Source: an optimization exercise on an open RTL-to-GDS flow (aim: small area and a short achievable clock period). Production flows keep margins and buffers that such runs may drop.

==> v38 <==
==> flow/design.v (excerpt) <==
module cordic_sin_cos(clk, rst, target_angle, x_res, y_res);
 input clk, rst;
 input [19:0] target_angle;
 output reg [19:0] x_res;
 output reg [19:0] y_res;
 wire [11:0] z0;
 wire q2, q3;
 get_conv_target_angle conv_angle(.target_angle(target_angle), .z0(z0), .q2(q2), .q3(q3));
 wire [8:0] d;   
 wire [11:0] zs0 = z0;
 wire [11:0] zs0_u = zs0 ^ 12'd2048;
 assign d[0] = ~zs0[11];
 reg dr1;
 always @(*) begin
  case (d[0:0])
   1'b0: dr1 = (zs0_u[11] | (zs0_u[10] & (zs0_u[9] | (zs0_u[8] & (zs0_u[7] | (zs0_u[6] | (zs0_u[5] & zs0_u[4])))))));
   1'b1: dr1 = (zs0_u[11] & (zs0_u[10] | (zs0_u[9] & (zs0_u[8] | (zs0_u[7] & (zs0_u[6] & (zs0_u[5] | zs0_u[4])))))));
  endcase
 end
 assign d[1] = dr1;
 reg dr2;
 always @(*) begin
  case (d[1:0])
   2'b00: dr2 = (zs0_u[11] | (zs0_u[10] | (zs0_u[9] & (zs0_u[8] & (zs0_u[7] & (zs0_u[6] | (zs0_u[5] | (zs0_u[4] | (zs0_u[3] | (zs0_u[2] & (zs0_u[1] & zs0_u[0])))))))))));
  ...
export LEC_CHECK = 0
export ABC_AREA = 1
export CAP_MARGIN = 20
export CORE_MARGIN = 2
export CORE_UTILIZATION = 40
export SLEW_MARGIN = 20
create_clock -name core_clock -period 35.0 [get_ports {clk}]
run.sh (not shown) runs the stock make flow with config.mk's settings and CLKGATE_MAP_FILE= SYNTH_SCRIPT=/design/flow/synth_recipe.tcl, a recipe that flattens the netlist after the stock synthesis.
==> v14: changes against v38 <==
--- a/flow/design.v
+++ b/flow/design.v
@@ -43,12 +43,13 @@
  output reg [19:0] x_res;
  output reg [19:0] y_res;
  wire [11:0] z0;
  wire q2, q3;
  get_conv_target_angle conv_angle(.target_angle(target_angle), .z0(z0), .q2(q2), .q3(q3));
  wire [8:0] d;   
+ wire qn = q2 | q3;
  wire [11:0] zs0 = z0;
  wire [11:0] zs0_u = zs0 ^ 12'd2048;
  assign d[0] = ~zs0[11];
  reg dr1;
  always @(*) begin
   case (d[0:0])
@@ -144,97 +145,90 @@
   case (d[7:7])
    1'b0: dr8 = (zs7_u[5] | (zs7_u[4] & (zs7_u[3] & (zs7_u[2] | (zs7_u[1] | zs7_u[0])))));
    1'b1: dr8 = (zs7_u[5] & (zs7_u[4] | (zs7_u[3] | (zs7_u[2] & (zs7_u[1] & zs7_u[0])))));
   endcase
  end
  assign d[8] = dr8;
- wire [4:0] ti = d[4:0];
+ wire [5:0] ti = d[5:0];
  wire [16:0] xm, ym;
- wire [31:0] tbx0 = 32'hddbbddbb;
- wire [31:0] tby0 = 32'hae37ae37;
+ wire [63:0] tbx0 = 64'hcfd2b40ccfd2b40c;
+ wire [63:0] tby0 = 64'h250b92f6250b92f6;
  assign xm[0] = tbx0[ti];
  assign ym[0] = tby0[ti];
- wire [31:0] tbx1 = 32'h13bf3ef4;
- wire [31:0] tby1 = 32'hfa8bb85;
+ wire [63:0] tbx1 = 64'h8175b006931cd9b1;
+ wire [63:0] tby1 = 64'h4f7360d7c44f5c16;
  assign xm[1] = tbx1[ti];
  assign ym[1] = tby1[ti];
- wire [31:0] tbx2 = 32'hd0febd3c;
- wire [31:0] tby2 = 32'h6d2aeb43;
+ wire [63:0] tbx2 = 64'h5ad09495ca3b1a65;
+ wire [63:0] tby2 = 64'h48b1b8b7025253e4;
  assign xm[2] = tbx2[ti];
  assign ym[2] = tby2[ti];
- wire [31:0] tbx3 = 32'h82c9d375;
- wire [31:0] tby3 = 32'hc9336c7;
+ wire [63:0] tbx3 = 64'hb52fc9b1af81e488;
+ wire [63:0] tby3 = 64'h374e16af1a37ad1a;
  assign xm[3] = tbx3[ti];
  assign ym[3] = tby3[ti];
- wire [31:0] tbx4 = 32'h26d00b50;
- wire [31:0] tby4 = 32'h54b552dd;
+ wire [63:0] tbx4 = 64'hb9dc286994143b9d;
+ wire [63:0] tby4 = 64'h23b940433d7d623a;
  assign xm[4] = tbx4[ti];
  assign ym[4] = tby4[ti];
- wire [31:0] tbx5 = 32'h8b3c3cc1;
- wire [31:0] tby5 = 32'h126969b7;
+ wire [63:0] tbx5 = 64'hcada788a511e5b53;
+ wire [63:0] tby5 = 64'h90b0e010f778f2f7;
  assign xm[5] = tbx5[ti];
  assign ym[5] = tby5[ti];
- wire [31:0] tbx6 = 32'hcaeff753;
- wire [31:0] tby6 = 32'h908aaef6;
+ wire [63:0] tbx6 = 64'hdbc9d79189eb93db;
+ wire [63:0] tby6 = 64'hb293bf37138236b2;
  assign xm[6] = tbx6[ti];
  assign ym[6] = tby6[ti];
- wire [31:0] tbx7 = 32'haf37ecf5;
- wire [31:0] tby7 = 32'ha6e89af;
+ wire [63:0] tbx7 = 64'h961fdca1853bf869;
+ wire [63:0] tby7 = 64'h3c7ab9071f62a1c3;
  assign xm[7] = tbx7[ti];
  assign ym[7] = tby7[ti];
- wire [31:0] tbx8 = 32'h94f3cf29;
- wire [31:0] tby8 = 32'h3da69a43;
+ wire [63:0] tbx8 = 64'he88fc54bd2a3f117;
+ wire [63:0] tby8 = 64'h811a9fd2b406a77e;
  assign xm[8] = tbx8[ti];
  assign ym[8] = tby8[ti];
- wire [31:0] tbx9 = 32'hfbbffddf;
- wire [31:0] tby9 = 32'ha22aabba;
+ wire [63:0] tbx9 = 64'h89dfe5b3cda7fb91;
+ wire [63:0] tby9 = 64'h13ba8f269b0ea237;
  assign xm[9] = tbx9[ti];
  assign ym[9] = tby9[ti];
- wire [31:0] tbx10 = 32'h5e6e767a;
- wire [31:0] tby10 = 32'hf8c8ece0;
+ wire [63:0] tbx10 = 64'h7a6a5a12485a565e;
+ wire [63:0] tby10 = 64'he0c0f074d1f0fcf8;
  assign xm[10] = tbx10[ti];
  assign ym[10] = tby10[ti];
- wire [31:0] tbx11 = 32'h7c766e3e;
- wire [31:0] tby11 = 32'he9ecc868;
+ wire [63:0] tbx11 = 64'hc1ebf3ebd7cfd783;
+ wire [63:0] tby11 = 64'h9782a682be9abe16;
  assign xm[11] = tbx11[ti];
  assign ym[11] = tby11[ti];
- wire [31:0] tbx12 = 32'h6a7a5e56;
- wire [31:0] tby12 = 32'hc0e0f8fc;
+ wire [63:0] tbx12 = 64'hfee6dac2435b677f;
+ wire [63:0] tby12 = 64'ha88cb094d6f2ceea;
  assign xm[12] = tbx12[ti];
  assign ym[12] = tby12[ti];
- wire [31:0] tbx13 = 32'hf6d24b6f;
- wire [31:0] tby13 = 32'hacb4d2ca;
+ wire [63:0] tbx13 = 64'h7642cffbdff3426e;
+ wire [63:0] tby13 = 64'hecd49aa2baa6d4c8;
  assign xm[13] = tbx13[ti];
  assign ym[13] = tby13[ti];
- wire [31:0] tbx14 = 32'hcf766ef3;
- wire [31:0] tby14 = 32'h9aecc8a6;
+ wire [63:0] tbx14 = 64'hcf66ee77ee7766f3;
+ wire [63:0] tby14 = 64'h9acc88ee88eecca6;
  assign xm[14] = tbx14[ti];
  assign ym[14] = tby14[ti];
- wire [31:0] tbx15 = 32'hf66e766f;
- wire [31:0] tby15 = 32'hacc8ecca;
+ wire [63:0] tbx15 = 64'hf67ef66ff66f7e6f;
+ wire [63:0] tby15 = 64'hace8accaaccae8ca;
  assign xm[15] = tbx15[ti];
  assign ym[15] = tby15[ti];
- wire [31:0] tbx16 = 32'h80000001;
- wire [31:0] tby16 = 32'h15555557;
+ wire [63:0] tbx16 = 64'h8000800180010001;
+ wire [63:0] tby16 = 64'h1555155715575557;
  assign xm[16] = tbx16[ti];
  assign ym[16] = tby16[ti];
- wire [16:0] xt = q2 ? ~ym : (q3 ? ~xm : xm);
- wire [16:0] yt = q2 ? xm : (q3 ? ~ym : ym);
- wire qn = q2 | q3;
- wire [16:0] tx5 = {{5{yt[16]}}, yt[16:5]};
- wire [16:0] ty5 = {{5{xt[16]}}, xt[16:5]};
- wire cx5 = d[5] ^ q3;
- wire cy5 = ~(d[5] ^ qn);
- wire [16:0] x6 = xt + (tx5 ^ {17{d[5]}}) + cx5;
- wire [16:0] y6 = yt + (ty5 ^ {17{~d[5]}}) + cy5;
- wire [16:0] tx6 = {{6{y6[16]}}, y6[16:6]};
- wire [16:0] ty6 = {{6{x6[16]}}, x6[16:6]};
+ wire [16:0] xt = (q2 ? ym : xm) ^ {17{qn}};
+ wire [16:0] yt = (q2 ? xm : ym) ^ {17{q3}};
+ wire [16:0] tx6 = {{6{yt[16]}}, yt[16:6]};
+ wire [16:0] ty6 = {{6{xt[16]}}, xt[16:6]};
  wire cx6 = d[6] ^ q3;
  wire cy6 = ~(d[6] ^ qn);
- wire [16:0] x7 = x6 + (tx6 ^ {17{d[6]}}) + cx6;
- wire [16:0] y7 = y6 + (ty6 ^ {17{~d[6]}}) + cy6;
+ wire [16:0] x7 = xt + (tx6 ^ {17{d[6]}}) + cx6;
+ wire [16:0] y7 = yt + (ty6 ^ {17{~d[6]}}) + cy6;
  wire [16:0] tx7 = {{7{y7[16]}}, y7[16:7]};
  wire [16:0] ty7 = {{7{x7[16]}}, x7[16:7]};
  wire cx7 = d[7] ^ q3;
  wire cy7 = ~(d[7] ^ qn);
  wire [16:0] x8 = x7 + (tx7 ^ {17{d[7]}}) + cx7;
  wire [16:0] y8 = y7 + (ty7 ^ {17{~d[7]}}) + cy7;
==> v33: changes against v38 <==
--- a/flow/design.v
+++ b/flow/design.v
@@ -144,103 +144,91 @@
   case (d[7:7])
    1'b0: dr8 = (zs7_u[5] | (zs7_u[4] & (zs7_u[3] & (zs7_u[2] | (zs7_u[1] | zs7_u[0])))));
    1'b1: dr8 = (zs7_u[5] & (zs7_u[4] | (zs7_u[3] | (zs7_u[2] & (zs7_u[1] & zs7_u[0])))));
   endcase
  end
  assign d[8] = dr8;
- wire [4:0] ti = d[4:0];
+ wire [6:0] ti = d[6:0];
  wire [16:0] xm, ym;
- wire [31:0] tbx0 = 32'hddbbddbb;
- wire [31:0] tby0 = 32'hae37ae37;
+ wire [127:0] tbx0 = 128'h7d410b3bdc5082be7d410b3bdc5082be;
+ wire [127:0] tby0 = 128'hfec24567ace0012dfec24567ace0012d;
  assign xm[0] = tbx0[ti];
  assign ym[0] = tby0[ti];
- wire [31:0] tbx1 = 32'h13bf3ef4;
- wire [31:0] tby1 = 32'hfa8bb85;
+ wire [127:0] tbx1 = 128'h8d0e02329c7e7ac03f9dbd058ffc4c72;
+ wire [127:0] tby1 = 128'hd8652ee6407f36ad03acf977c994a576;
  assign xm[1] = tbx1[ti];
  assign ym[1] = tby1[ti];
- wire [31:0] tbx2 = 32'hd0febd3c;
- wire [31:0] tby2 = 32'h6d2aeb43;
+ wire [127:0] tbx2 = 128'he7c00074625f9fd95bb8bb416d3f0c9a;
+ wire [127:0] tby2 = 128'ha725ad6d55fa7aa132b2a0dd5941039a;
  assign xm[2] = tbx2[ti];
  assign ym[2] = tby2[ti];
- wire [31:0] tbx3 = 32'h82c9d375;
- wire [31:0] tby3 = 32'hc9336c7;
+ wire [127:0] tbx3 = 128'h39f4de500c9e16526c7d201a68df5da;
+ wire [127:0] tby3 = 128'hf60a238f559387dd0c1f36550e31f790;
  assign xm[3] = tbx3[ti];
  assign ym[3] = tby3[ti];
- wire [31:0] tbx4 = 32'h26d00b50;
- wire [31:0] tby4 = 32'h54b552dd;
+ wire [127:0] tbx4 = 128'h5a86d77b55aa6412c82655abdee66540;
+ wire [127:0] tby4 = 128'h500ccee2ff00cd76d14cff00b886c7f5;
  assign xm[4] = tbx4[ti];
  assign ym[4] = tby4[ti];
- wire [31:0] tbx5 = 32'h8b3c3cc1;
- wire [31:0] tby5 = 32'h126969b7;
+ wire [127:0] tbx5 = 128'h1fda097ebe6e0137ec80767c7e945ff8;
+ wire [127:0] tby5 = 128'h7aa043e828c8576e8915ecebe835f2a1;
  assign xm[5] = tbx5[ti];
  assign ym[5] = tby5[ti];
- wire [31:0] tbx6 = 32'hcaeff753;
- wire [31:0] tby6 = 32'h908aaef6;
+ wire [127:0] tbx6 = 128'h64c7e073e1f3f907e09fcf87ce03e726;
+ wire [127:0] tby6 = 128'hcd8e95e687a6a35e853a9a1e985e864c;
  assign xm[6] = tbx6[ti];
  assign ym[6] = tby6[ti];
- wire [31:0] tbx7 = 32'haf37ecf5;
- wire [31:0] tby7 = 32'ha6e89af;
+ wire [127:0] tbx7 = 128'h5e4de675c96fc087e103f693ae67b67a;
+ wire [127:0] tby7 = 128'hf8cb8cef93ca951e8756ac3608ce24e0;
  assign xm[7] = tbx7[ti];
  assign ym[7] = tby7[ti];
- wire [31:0] tbx8 = 32'h94f3cf29;
- wire [31:0] tby8 = 32'h3da69a43;
+ wire [127:0] tbx8 = 128'h1e87efd3a0abf937ec9fd505cbf7e578;
+ wire [127:0] tby8 = 128'h780e8ab60502a36e893abf5f92ae87e1;
  assign xm[8] = tbx8[ti];
  assign ym[8] = tby8[ti];
- wire [31:0] tbx9 = 32'hfbbffddf;
- wire [31:0] tby9 = 32'ha22aabba;
+ wire [127:0] tbx9 = 128'h3bf3e38fc983dffdbffbc193f1c7cbdc;
+ wire [127:0] tby9 = 128'h62b6861a9316baab2aa29736a79e9ab9;
  assign xm[9] = tbx9[ti];
  assign ym[9] = tby9[ti];
- wire [31:0] tbx10 = 32'h5e6e767a;
- wire [31:0] tby10 = 32'hf8c8ece0;
+ wire [127:0] tbx10 = 128'h51dfe58bf5c7cfe7e7f3e3afd1a7fb8a;
+ wire [127:0] tby10 = 128'hf7ba8f12af9e9a8e8ea6860ab70ea210;
  assign xm[10] = tbx10[ti];
  assign ym[10] = tby10[ti];
- wire [31:0] tbx11 = 32'h7c766e3e;
- wire [31:0] tby11 = 32'he9ecc868;
+ wire [127:0] tbx11 = 128'hc16b4373775f4f33ccf2faeecec2d683;
+ wire [127:0] tby11 = 128'h97c2d6e6eefada6699a4a0889894bc16;
  assign xm[11] = tbx11[ti];
  assign ym[11] = tby11[ti];
- wire [31:0] tbx12 = 32'h6a7a5e56;
- wire [31:0] tby12 = 32'hc0e0f8fc;
+ wire [127:0] tbx12 = 128'hfee6cac2635b7f5ffafedac64353677f;
+ wire [127:0] tby12 = 128'ha88c9094c6f2eafaa0a8b09cd6f6ceea;
  assign xm[12] = tbx12[ti];
  assign ym[12] = tby12[ti];
- wire [31:0] tbx13 = 32'hf6d24b6f;
- wire [31:0] tby13 = 32'hacb4d2ca;
+ wire [127:0] tbx13 = 128'h7642dffbfff34a6e7652cfffdffb426e;
+ wire [127:0] tby13 = 128'hecd4baa2aaa6d0c8ecf49aaabaa2d4c8;
  assign xm[13] = tbx13[ti];
  assign ym[13] = tby13[ti];
- wire [31:0] tbx14 = 32'hcf766ef3;
- wire [31:0] tby14 = 32'h9aecc8a6;
+ wire [127:0] tbx14 = 128'hcf66ee77ce776ef3cf76ee73ee7766f3;
+ wire [127:0] tby14 = 128'h9acc88ee98eec8a69aec88e688eecca6;
  assign xm[14] = tbx14[ti];
  assign ym[14] = tby14[ti];
- wire [31:0] tbx15 = 32'hf66e766f;
- wire [31:0] tby15 = 32'hacc8ecca;
+ wire [127:0] tbx15 = 128'hf67ef66ff66f766ff66ef66ff66f7e6f;
+ wire [127:0] tby15 = 128'hace8accaaccaeccaacc8accaaccae8ca;
  assign xm[15] = tbx15[ti];
  assign ym[15] = tby15[ti];
- wire [31:0] tbx16 = 32'h80000001;
- wire [31:0] tby16 = 32'h15555557;
+ wire [127:0] tbx16 = 128'h80008001800100018000800180010001;
+ wire [127:0] tby16 = 128'h15551557155755571555155715575557;
  assign xm[16] = tbx16[ti];
  assign ym[16] = tby16[ti];
  wire [16:0] xt = q2 ? ~ym : (q3 ? ~xm : xm);
  wire [16:0] yt = q2 ? xm : (q3 ? ~ym : ym);
  wire qn = q2 | q3;
- wire [16:0] tx5 = {{5{yt[16]}}, yt[16:5]};
- wire [16:0] ty5 = {{5{xt[16]}}, xt[16:5]};
- wire cx5 = d[5] ^ q3;
- wire cy5 = ~(d[5] ^ qn);
- wire [16:0] x6 = xt + (tx5 ^ {17{d[5]}}) + cx5;
- wire [16:0] y6 = yt + (ty5 ^ {17{~d[5]}}) + cy5;
- wire [16:0] tx6 = {{6{y6[16]}}, y6[16:6]};
- wire [16:0] ty6 = {{6{x6[16]}}, x6[16:6]};
- wire cx6 = d[6] ^ q3;
- wire cy6 = ~(d[6] ^ qn);
- wire [16:0] x7 = x6 + (tx6 ^ {17{d[6]}}) + cx6;
- wire [16:0] y7 = y6 + (ty6 ^ {17{~d[6]}}) + cy6;
- wire [16:0] tx7 = {{7{y7[16]}}, y7[16:7]};
- wire [16:0] ty7 = {{7{x7[16]}}, x7[16:7]};
+ wire [16:0] tx7 = {{7{yt[16]}}, yt[16:7]};
+ wire [16:0] ty7 = {{7{xt[16]}}, xt[16:7]};
  wire cx7 = d[7] ^ q3;
  wire cy7 = ~(d[7] ^ qn);
- wire [16:0] x8 = x7 + (tx7 ^ {17{d[7]}}) + cx7;
- wire [16:0] y8 = y7 + (ty7 ^ {17{~d[7]}}) + cy7;
+ wire [16:0] x8 = xt + (tx7 ^ {17{d[7]}}) + cx7;
+ wire [16:0] y8 = yt + (ty7 ^ {17{~d[7]}}) + cy7;
  wire [16:0] tx8 = {{8{y8[16]}}, y8[16:8]};
  wire [16:0] ty8 = {{8{x8[16]}}, x8[16:8]};
  wire cx8 = d[8] ^ q3;
  wire cy8 = ~(d[8] ^ qn);
  wire [16:0] x9 = x8 + (tx8 ^ {17{d[8]}}) + cx8;
  wire [16:0] y9 = y8 + (ty8 ^ {17{~d[8]}}) + cy8;
==> flow_summary.json <==
{
  "layout_commonest_cell": "nand2_1",
  "outcome": "complete, no violations",
  "routed-wl-met2_mm": 24.61,
  "grt_pass1_wl_mm": 84.37,
  "synthToLayoutAreaGrowth_pct": 7.899,
  "wl_met3_mm": 5.604,
  "sh_seq_area": 0.05426,
  "dp_slack_ps": 11240,
  "crit_start": "target_angle[8]"
}
(the above is from v33)
==> flow_summary.json <==
{
  "synthToLayoutAreaGrowth_pct": 8.443,
  "wl_met3_mm": 2.640,
  "outcome": "complete, no violations",
  "sh_seq_area": 0.05693
}
(the above is from v14)
==> flow_summary.json <==
{
  "antenna_cells": 0,
  "routed-wl-met2_mm": 16.52,
  "outcome": "complete, no violations",
  "sh_seq_area": 0.05412,
  "crit_start": "target_angle[2]",
  "use_met1": 0.2585,
  "synthToLayoutAreaGrowth_pct": 8.565
}
(the above is from v38)
No functional check of the RTL was part of any run of this note.

==> re-timing with driven ports <==
The results above use ideal ports. As a check the final layouts listed here were re-extracted and re-timed, cells and wires unchanged.
Step 1 assumes that a clkbuf_16 drives the clock port and a buf_2 every other input.
Step 2, shift: input delay + t, output delay - t, t = (earliest + latest rising clock arrival at the registers) / 2. This alone moves slack from input paths to output paths.
Slacks: no drivers / after step 1 / after step 2; pairs: no drivers / after step 1.
run | shift t [ns] | slack for setup (ns) | worst setup path at the end
v38 | 0.316 | 9.183 / 9.193 / 8.878 | input to register
v14 | 0.323 | 8.713 / 8.731 / 8.408 | input to register
v33 | 0.319 | 11.098 / 11.108 / 10.789 | input to register
After both steps every run listed still meets setup and hold. The setup slack of v33, which loses most, moves by +0.010 ns with the drivers and by -0.309 ns with both steps.
